From an optimization exercise on the open Yosys and OpenROAD flow, aimed at small area, a short achievable clock period and few clock cycles per item; shortcuts taken in it are not production practice. The RTL was checked by simulation tests, not by an equivalence proof against the original design. The clock input has no modelled driver; a real chip could not lean on it and would need a root buffer or a full tree. No activity file was given, so power comes from the tool's default toggle rates.

== P ==
==> flow/design.v (excerpt) <==
module mproc (input wire clk, reset, input wire [15:0] ins, output wire [15:0] addr,
  output wire halted, wb_en, output wire [2:0] wb_addr, output wire [15:0] wb_data);
For scale: about 1100 cells after synthesis, about 190 flip-flops, roughly 55 I/O pins, ~0.0093 mm2 of cells after synthesis.
export LEC_CHECK = 0
export ABC_AREA = 1
export CAP_MARGIN = 20
export CORE_MARGIN = 2
export CORE_UTILIZATION = 40
export SLEW_MARGIN = 20
create_clock -name core_clock -period 12.0 [get_ports {clk}]
standard.sh (not shown) runs the stock make flow with config.mk's settings and CLKGATE_MAP_FILE= SYNTH_SCRIPT=/design/flow/synth_recipe.tcl, a recipe that flattens the netlist after the stock synthesis.
==> flow/flow/run.sh <==
#!/bin/bash
# The standard layout with three changes to how it is made:
#  - adders are left to abc (no full/half-adder cells, which are slow);
#  - ports are buffered with buf_2 rather than a delay-cell buffer;
#  - timing repair works until the setup slack is at least SETUP_SLACK_MARGIN.
# Each tool's output goes to standard_flow.log (and ORFS's own logs under orfs/logs).
set -euo pipefail
bash standard.sh ADDER_MAP_FILE= SETUP_SLACK_MARGIN=8.7 \
  'BUFFER_PORTS_ARGS=-buffer_cell sky130_fd_sc_hd__buf_2' finish > standard_flow.log 2>&1
Testbench counts of P, summed over its fixed seeds: cycles 29,394, instrs 28,434.
Setup changes, P to Q
-- flow/config.mk --
<<< P, line 9
export CAP_MARGIN = 20
export CORE_MARGIN = 2
export CORE_UTILIZATION = 40
export SLEW_MARGIN = 20
>>> Q, line 9
export CAP_MARGIN = 20
export CORE_MARGIN = 2
export CORE_UTILIZATION = 65
export CTS_CLUSTER_DIAMETER = 60
export CTS_CLUSTER_SIZE = 40
export PLACE_DENSITY = 0.75
export SLEW_MARGIN = 20
--- outcome ---
Clock-buffer cell count (lower): P. Detailed-route wire length: P vs Q, no meaningful difference. Q vs. P: maximum achievable frequency went down by about 1.1%. Looking at global routing met1 resource utilization, Q sits 16 points above P. Cmp Q and P / final critical-path share of the clock period / higher: Q. Area added between synthesis and finish on Q is down relative to P. The design area of Q is lower than that of P.


## north
Starting RTL as in the previous note.
clock: 12.0 ns
lec_check: 0
cap_margin: 20
core_margin: 2
core_utilization: 40
slew_margin: 20
Scripts as last shown in full above: flow/flow/run.sh
north: no failed stages, no open violations at the end
Testbench counts of north, summed over its fixed seeds: cycles 29,394, instrs 28,434.
For middle, these inputs were changed with respect to north:
# north
export LEC_CHECK = 0
export CAP_MARGIN = 20
export CORE_MARGIN = 2
export CORE_UTILIZATION = 40
export SLEW_MARGIN = 20
create_clock -name core_clock -period 12.0 [get_ports {clk}]
# middle
export LEC_CHECK = 0
export ABC_AREA = 1
export CAP_MARGIN = 20
export CORE_MARGIN = 2
export CORE_UTILIZATION = 40
export SLEW_MARGIN = 20
create_clock -name core_clock -period 12.0 [get_ports {clk}]
--- a/flow/flow/run.sh
+++ b/flow/flow/run.sh
@@ -7,3 +7,3 @@
 set -euo pipefail
-bash standard.sh ADDER_MAP_FILE= SETUP_SLACK_MARGIN=8.7 \
+bash standard.sh ADDER_MAP_FILE= SETUP_SLACK_MARGIN=8.5 \
   'BUFFER_PORTS_ARGS=-buffer_cell sky130_fd_sc_hd__buf_2' finish > standard_flow.log 2>&1
==> comparison <==
middle vs north — clock network power share rose 6.0 points. Of the two values seen for end of the critical path, addr[8] was produced by middle and rf[1][9] by north. Going from north to middle, cell depth of the worst setup path fell by 11, mean instance size in the synthesized netlist fell by 30%. Diff north and middle: data required time of the worst path lower in middle. Of the two values seen for worst setup path startpoint, pc[8] was produced by middle and rf[0][0] by north. Comparing north and middle, the lower arrival time of data at the critical path endpoint is on middle. Cell count after synthesis (middle vs. north) increases by more than a quarter. On final critical-path setup slack, north loses to middle.


quartz:
mproc again, from the RTL that the note above started with.
==> flow/config.mk <==
export PLATFORM = sky130hd
export DESIGN_NAME = mproc
export DESIGN_NICKNAME = mproc
export VERILOG_FILES = /design/flow/design.v
export SDC_FILE = /design/flow/constraint.sdc
export NUM_CORES = 4
export LEC_CHECK = 0
export ABC_AREA = 1
export CAP_MARGIN = 20
export CORE_MARGIN = 2
export CORE_UTILIZATION = 40
export SLEW_MARGIN = 20
==> flow/constraint.sdc <==
create_clock -name core_clock -period 12.0 [get_ports {clk}]
set_input_delay 2.4000 -clock core_clock [delete_from_list [all_inputs] [get_ports {clk}]]
set_output_delay 2.4000 -clock core_clock [all_outputs]
set_load 0.01 [all_outputs]
==> flow/flow/run.sh <==
#!/bin/bash
# The standard layout with four changes to how it is made:
#  - synthesis is the standard flow's own script with abc mapping for area
#    (flow/mysynth.tcl, flow/abc_area.script), and adders are left to abc
#    (no full/half-adder cells, which are slow);
#  - ports are buffered with buf_2 rather than a delay-cell buffer;
#  - the clock tree is built by flow/mytree.tcl (two balanced levels of
#    clkbuf_16: 4 roots on the clock port, 12 leaves) instead of TritonCTS,
#    for a shorter clock insertion delay;
#  - timing repair works until the setup slack is at least SETUP_SLACK_MARGIN.
# Each tool's output goes to standard_flow.log (and ORFS's own logs under orfs/logs).
set -euo pipefail
bash standard.sh SYNTH_SCRIPT="$PWD/flow/mysynth.tcl" ADDER_MAP_FILE= SETUP_SLACK_MARGIN=8.8 \
  'BUFFER_PORTS_ARGS=-buffer_cell sky130_fd_sc_hd__buf_2' \
  PRE_CTS_TCL="$PWD/flow/mytree.tcl" finish > standard_flow.log 2>&1
==> flow/flow/abc_area.script <==
strash
&get -n
&st
&dch
&nf -a
&put
topo
stime -c
Other scripts of this flow, unchanged in this note and not shown: flow/flow/mysynth.tcl, flow/flow/mytree.tcl
The flow did not stop early for quartz: all stages ran, and the layout cleared the timing, design-rule and antenna checks.
Testbench counts of quartz, summed over its fixed seeds: cycles 29,394, instrs 28,434.
diff inputs: quartz => lagoon
==> flow/flow/abc_area.script <==
strash
dch
map -B 0.9
topo
stime -c
- As far as wire length is concerned, quartz and lagoon perform about the same.
- Between quartz and lagoon, the difference in sequential cell area is negligible.
- Going from quartz to lagoon, synthesized cell count grows by about 70%.
- lagoon — area used by multi-input combinational logic 150 µm² higher, quartz as reference
- Higher sequential share of layout area goes to lagoon over quartz.
For harbor, these inputs were changed with respect to lagoon:
==> flow/flow/abc_area.script <==
strash
dch
map -D 1700
topo
stime -c
==> summary.txt <==
harbor completed every stage of the flow, and the final layout passed the timing, design-rule and antenna checks.
Compound-cell area share of the yosys netlist in harbor vs lagoon: up 13 points
Re fraction of synthesis flops using an asynchronous set or reset pin: no difference whatsoever between lagoon and harbor.
Taking lagoon as the reference, in harbor number of rows in the core area down 3.7%; y dimension of the die went down about 3.4%.
Summary — smallest setup slack after layout, harbor relative to lagoon: lower, by 6.8 ps.
On clock group share of total power: between lagoon and harbor, it ends up higher for lagoon.
When the final numbers for lagoon and harbor were put side by side, the global-route usage turned out to be smaller in harbor.
Run comparison: lagoon destination of the critical timing path wb_data[6]; harbor destination of the critical timing path addr[0]
harbor reports a higher global-route track usage on met3 than lagoon does.
Diff lagoon..harbor | remaining number of nets flagged by the antenna check after routing | unchanged
In harbor the power turned out 3.3% higher than in lagoon.
diff inputs: harbor => garnet
Settings: PLACE_DENSITY: unset -> 0.7; CORE_UTILIZATION: 40 -> 60.
==> flow/flow/abc_area.script <==
strash
dch
map -B 0.9
topo
stime -c
### Flow results
- Sequential share of layout area in garnet is 1.3 points lower than in harbor
- Going from harbor to garnet, global-route usage saw an increase; utilization after layout saw an increase.
- On maximum frequency, harbor and garnet are basically level.
- The run showing the greater core area is harbor.
- Looking at number of resized instances in the post-cts repair step across harbor and garnet, the one that comes out lower is garnet.
- Looking at placement-stage worst setup slack, garnet sits 430 ps above harbor.
- Wire length per cell came out lower on garnet than on harbor.
- Diff harbor -> garnet: post-layout total power moved down; worst hold margin saw little to no change.
In every run of this note, the design's own scripts or RTL, not TritonCTS, make the clock network.


## sierra
The RTL this note starts from:
==> flow/design.v <==
module alu_add16 (input wire [15:0] a, b, input wire cin,
  output wire [15:0] sum, g, p);
  assign g = a & b;
  assign p = a ^ b;
  wire [15:0] g0 = {g[15:1], g[0] | (p[0] & cin)};
  wire [15:0] p0 = p;
  wire [15:0] g1, p1, g2, p2, g3, p3, g4, p4;
  genvar i;
  generate
    for (i = 0; i < 16; i = i + 1) begin : pre
      if (i % 2 == 1) begin
        assign g1[i] = g0[i] | (p0[i] & g0[i-1]);
        assign p1[i] = p0[i] & p0[i-1];
      end else begin
        assign g1[i] = g0[i];
        assign p1[i] = p0[i];
      end
      if (i % 4 >= 2) begin
        assign g2[i] = g1[i] | (p1[i] & g1[(i/4)*4+1]);
        assign p2[i] = p1[i] & p1[(i/4)*4+1];
      end else begin
        assign g2[i] = g1[i];
        assign p2[i] = p1[i];
      end
      if (i % 8 >= 4) begin
        assign g3[i] = g2[i] | (p2[i] & g2[(i/8)*8+3]);
        assign p3[i] = p2[i] & p2[(i/8)*8+3];
      end else begin
        assign g3[i] = g2[i];
        assign p3[i] = p2[i];
      end
      if (i % 16 >= 8) begin
        assign g4[i] = g3[i] | (p3[i] & g3[7]);
        assign p4[i] = p3[i] & p3[7];
      end else begin
        assign g4[i] = g3[i];
        assign p4[i] = p3[i];
      end
    end
  endgenerate
  assign sum = p ^ {g4[14:0], cin};
endmodule
module mproc (input wire clk, reset, input wire [15:0] ins, output wire [15:0] addr,
  output wire halted, wb_en, output wire [2:0] wb_addr, output wire [15:0] wb_data);
  reg [15:0] rf [0:7];
  reg [15:0] pc;
  reg        x_v;       
  reg        x_h;       
  reg        x_sub;     
  reg        x_log;     
  reg        x_or;      
  reg [2:0]  x_d;
  reg [7:0]  x_sa, x_sb;  
  reg        rf_reset;  
  wire       is_alu = ins[15:11] == 5'd0;
  integer i;
  always @(posedge clk) begin
    if (reset) begin
      pc  <= 16'd0;
      x_v <= 1'b0;
      x_h <= 1'b0;
    end else if (!x_h) begin
      pc  <= pc + 16'd1;
      x_v <= is_alu;
      x_h <= !is_alu;
    end
    x_sub <= ins[10:9] == 2'b01;
    x_log <= ins[10];
    x_or  <= ins[9];
    x_d   <= ins[8:6];
    for (i = 0; i < 8; i = i + 1) begin
      x_sa[i] <= ins[2:0] == i;
      x_sb[i] <= ins[5:3] == i;
    end
    rf_reset <= reset;
  end
  reg [15:0] va, vb0;
  always @(*) begin
    va  = 16'd0;
    vb0 = 16'd0;
    for (i = 0; i < 8; i = i + 1) begin
      va  = va  | ({16{x_sa[i]}} & rf[i]);
      vb0 = vb0 | ({16{x_sb[i]}} & rf[i]);
    end
  end
  wire [15:0] vb = vb0 ^ {16{x_sub}};
  wire [15:0] sum, g, p;
  alu_add16 add (va, vb, x_sub, sum, g, p);
  wire [15:0] res = x_log ? (x_or ? (g | p) : g) : sum;
  wire [15:0] wd0 = res | {16{rf_reset}};
  wire [15:0] wdx = res & ~{16{rf_reset}};
  always @(posedge clk) begin
    if (rf_reset | (x_v & x_d == 3'd0)) rf[0] <= wd0;
    for (i = 1; i < 8; i = i + 1)
      if (rf_reset | (x_v & x_d == i)) rf[i] <= wdx;
  end
  reg        wb_en_r, halted_r;
  reg [2:0]  wb_addr_r;
  reg [15:0] wb_data_r;
  always @(posedge clk) begin
    wb_en_r   <= x_v & !reset;
    halted_r  <= x_h & !reset;
    wb_addr_r <= x_d;
    wb_data_r <= res;
  end
  assign addr    = pc;
  assign halted  = halted_r;
  assign wb_en   = wb_en_r;
  assign wb_addr = wb_addr_r;
  assign wb_data = wb_data_r;
endmodule
export LEC_CHECK = 0
export ABC_AREA = 1
export CAP_MARGIN = 20
export CORE_MARGIN = 2
export CORE_UTILIZATION = 40
export SLEW_MARGIN = 20
export TNS_END_PERCENT = 10
create_clock -name core_clock -period 12.0 [get_ports {clk}]
==> flow/flow/abc_area.script <==
strash
dch
map -D 1800
topo
stime -c
==> flow/flow/mysynth.tcl <==
# The standard synthesis script (synth_recipe.tcl) with one change: abc
# maps with flow/abc_area.script instead of ORFS's: a delay-targeted map
# (map -D, in ps) that recovers area on every path faster than the target.
set mysynth_abc_script [file join [file dirname [file normalize [info script]]] abc_area.script]
proc synth {args} { yosys synth -nofsm -noshare {*}$args }
proc abc {args} {
  set i [lsearch -exact $args -script]
  if {$i >= 0} { lset args [expr {$i+1}] $::mysynth_abc_script }
  yosys abc {*}$args
}
source $::env(SCRIPTS_DIR)/synth.tcl
# left out here: clear keep_hierarchy, flatten, clean up, hide names made inside functions, write 1_2_yosys.v
Scripts as last shown in full above: flow/flow/run.sh
Other scripts of this flow, unchanged in this note and not shown: flow/flow/mytree.tcl
Testbench counts of sierra, summed over its fixed seeds: cycles 29,394, instrs 28,434.
The inputs of indigo differ from those of sierra as listed below.
# sierra
export LEC_CHECK = 0
export ABC_AREA = 1
export CAP_MARGIN = 20
export CORE_MARGIN = 2
export CORE_UTILIZATION = 40
export SLEW_MARGIN = 20
export TNS_END_PERCENT = 10
create_clock -name core_clock -period 12.0 [get_ports {clk}]
# indigo
export LEC_CHECK = 0
export ABC_AREA = 1
export CAP_MARGIN = 20
export CORE_MARGIN = 2
export CORE_UTILIZATION = 40
export SLEW_MARGIN = 20
create_clock -name core_clock -period 12.0 [get_ports {clk}]
==> flow/flow/run.sh <==
#!/bin/bash
# The standard layout with four changes to how it is made:
#  - adders are left to abc (no full/half-adder cells, which are slow);
#  - ports are buffered with buf_2 rather than a delay-cell buffer;
#  - the clock tree is built by flow/mytree.tcl (two balanced levels of
#    clkbuf_16: 4 roots on the clock port, 12 leaves) instead of TritonCTS,
#    for a shorter clock insertion delay;
#  - timing repair works until the setup slack is at least SETUP_SLACK_MARGIN.
# Each tool's output goes to standard_flow.log (and ORFS's own logs under orfs/logs).
set -euo pipefail
bash standard.sh ADDER_MAP_FILE= SETUP_SLACK_MARGIN=8.8 \
  'BUFFER_PORTS_ARGS=-buffer_cell sky130_fd_sc_hd__buf_2' \
  PRE_CTS_TCL="$PWD/flow/mytree.tcl" finish > standard_flow.log 2>&1
removed: flow/flow/abc_area.script
removed: flow/flow/mysynth.tcl
## What came out
Diff indigo and sierra: HPWL after detailed placement lower in sierra
Summary of the comparison: wire length is higher in indigo, relative to sierra.
Relative to sierra, worst-path maximum fanout has gone down in indigo.
From sierra to indigo the numbers moved as follows: final worst-path cycle share shrank by 0.52 points; length in cells of the worst reg-to-reg path grew by 4.
NOTE fmax sierra->indigo increased slightly
Modified inputs, fjord compared to indigo
--- a/flow/flow/run.sh
+++ b/flow/flow/run.sh
@@ -1,5 +1,7 @@
 #!/bin/bash
 # The standard layout with four changes to how it is made:
-#  - adders are left to abc (no full/half-adder cells, which are slow);
+#  - synthesis is the standard flow's own script with abc mapping for area
+#    (flow/mysynth.tcl, flow/abc_area.script), and adders are left to abc
+#    (no full/half-adder cells, which are slow);
 #  - ports are buffered with buf_2 rather than a delay-cell buffer;
 #  - the clock tree is built by flow/mytree.tcl (two balanced levels of
@@ -9,5 +11,5 @@
 # Each tool's output goes to standard_flow.log (and ORFS's own logs under orfs/logs).
 set -euo pipefail
-bash standard.sh ADDER_MAP_FILE= SETUP_SLACK_MARGIN=8.8 \
+bash standard.sh SYNTH_SCRIPT="$PWD/flow/mysynth.tcl" ADDER_MAP_FILE= SETUP_SLACK_MARGIN=8.8 \
   'BUFFER_PORTS_ARGS=-buffer_cell sky130_fd_sc_hd__buf_2' \
   PRE_CTS_TCL="$PWD/flow/mytree.tcl" finish > standard_flow.log 2>&1
==> flow/flow/abc_area.script (new file) <==
strash
dch
map -D 1800
topo
stime -c
==> flow/flow/mysynth.tcl (new file) <==
# The standard synthesis script (synth_recipe.tcl) with one change: abc
# maps with flow/abc_area.script (area-oriented mapping) instead of ORFS's.
set mysynth_abc_script [file join [file dirname [file normalize [info script]]] abc_area.script]
proc synth {args} { yosys synth -nofsm -noshare {*}$args }
proc abc {args} {
  set i [lsearch -exact $args -script]
  if {$i >= 0} { lset args [expr {$i+1}] $::mysynth_abc_script }
  yosys abc {*}$args
}
source $::env(SCRIPTS_DIR)/synth.tcl
# left out here: clear keep_hierarchy, flatten, clean up, hide names made inside functions, write 1_2_yosys.v
[summary]
- Critical path startpoint = pc[6]$_SDFFE_PP0N_: fjord; critical path startpoint = pc[11]$_SDFFE_PP0N_: indigo
- Looking only at wire length on met2, and setting everything else aside, the higher value of indigo and fjord goes to indigo.
- Between indigo and fjord, the final cell count is higher for indigo.
- Against indigo, fjord comes in 12 ps lower on hold slack.
No run of this note takes its clock network from TritonCTS; it comes from the design's own scripts or RTL.

-- port drivers added, routing unchanged --
The results above use ideal ports. As a check the final layouts listed here were re-extracted and re-timed, cells and wires unchanged. Step 1, drivers: a clkbuf_16 drives clk and a buf_2 each remaining input, both assumed. Step 2 moves the port delays by t, midway between the first and last clock arrival at a register: inputs arrive t later, outputs are due t later. That takes back most of the time a late clock gives input paths. Slacks: ideal / step 1 / step 2; pairs: ideal / step 1.
run	t (ns)	setup WS [ns]	slew at the worst register clock pin (ns)
P	0.481	8.690 / 8.644 / 8.781	0.08 / 0.08
Q	0.472	8.652 / 8.607 / 8.600	0.07 / 0.07
north	0.488	8.425 / 8.425 / 8.425	0.08 / 0.08
middle	0.483	8.566 / 8.521 / 8.726	0.08 / 0.08
quartz	0.388	8.578 / 8.578 / 8.578	0.09 / 0.09
lagoon	0.372	8.832 / 8.739 / 8.753	0.09 / 0.09
harbor	0.378	8.825 / 8.728 / 8.596	0.09 / 0.09
garnet	0.389	8.833 / 8.725 / 8.731	0.08 / 0.08
sierra	0.390	8.775 / 8.672 / 8.623	0.08 / 0.08
indigo	0.373	8.837 / 8.742 / 8.765	0.09 / 0.09
fjord	0.393	8.836 / 8.725 / 8.589	0.08 / 0.08
After both steps every run listed still meets setup and hold. For fjord, which loses most, drivers alone change the setup slack by -0.111 ns; drivers and shift together by -0.247 ns.
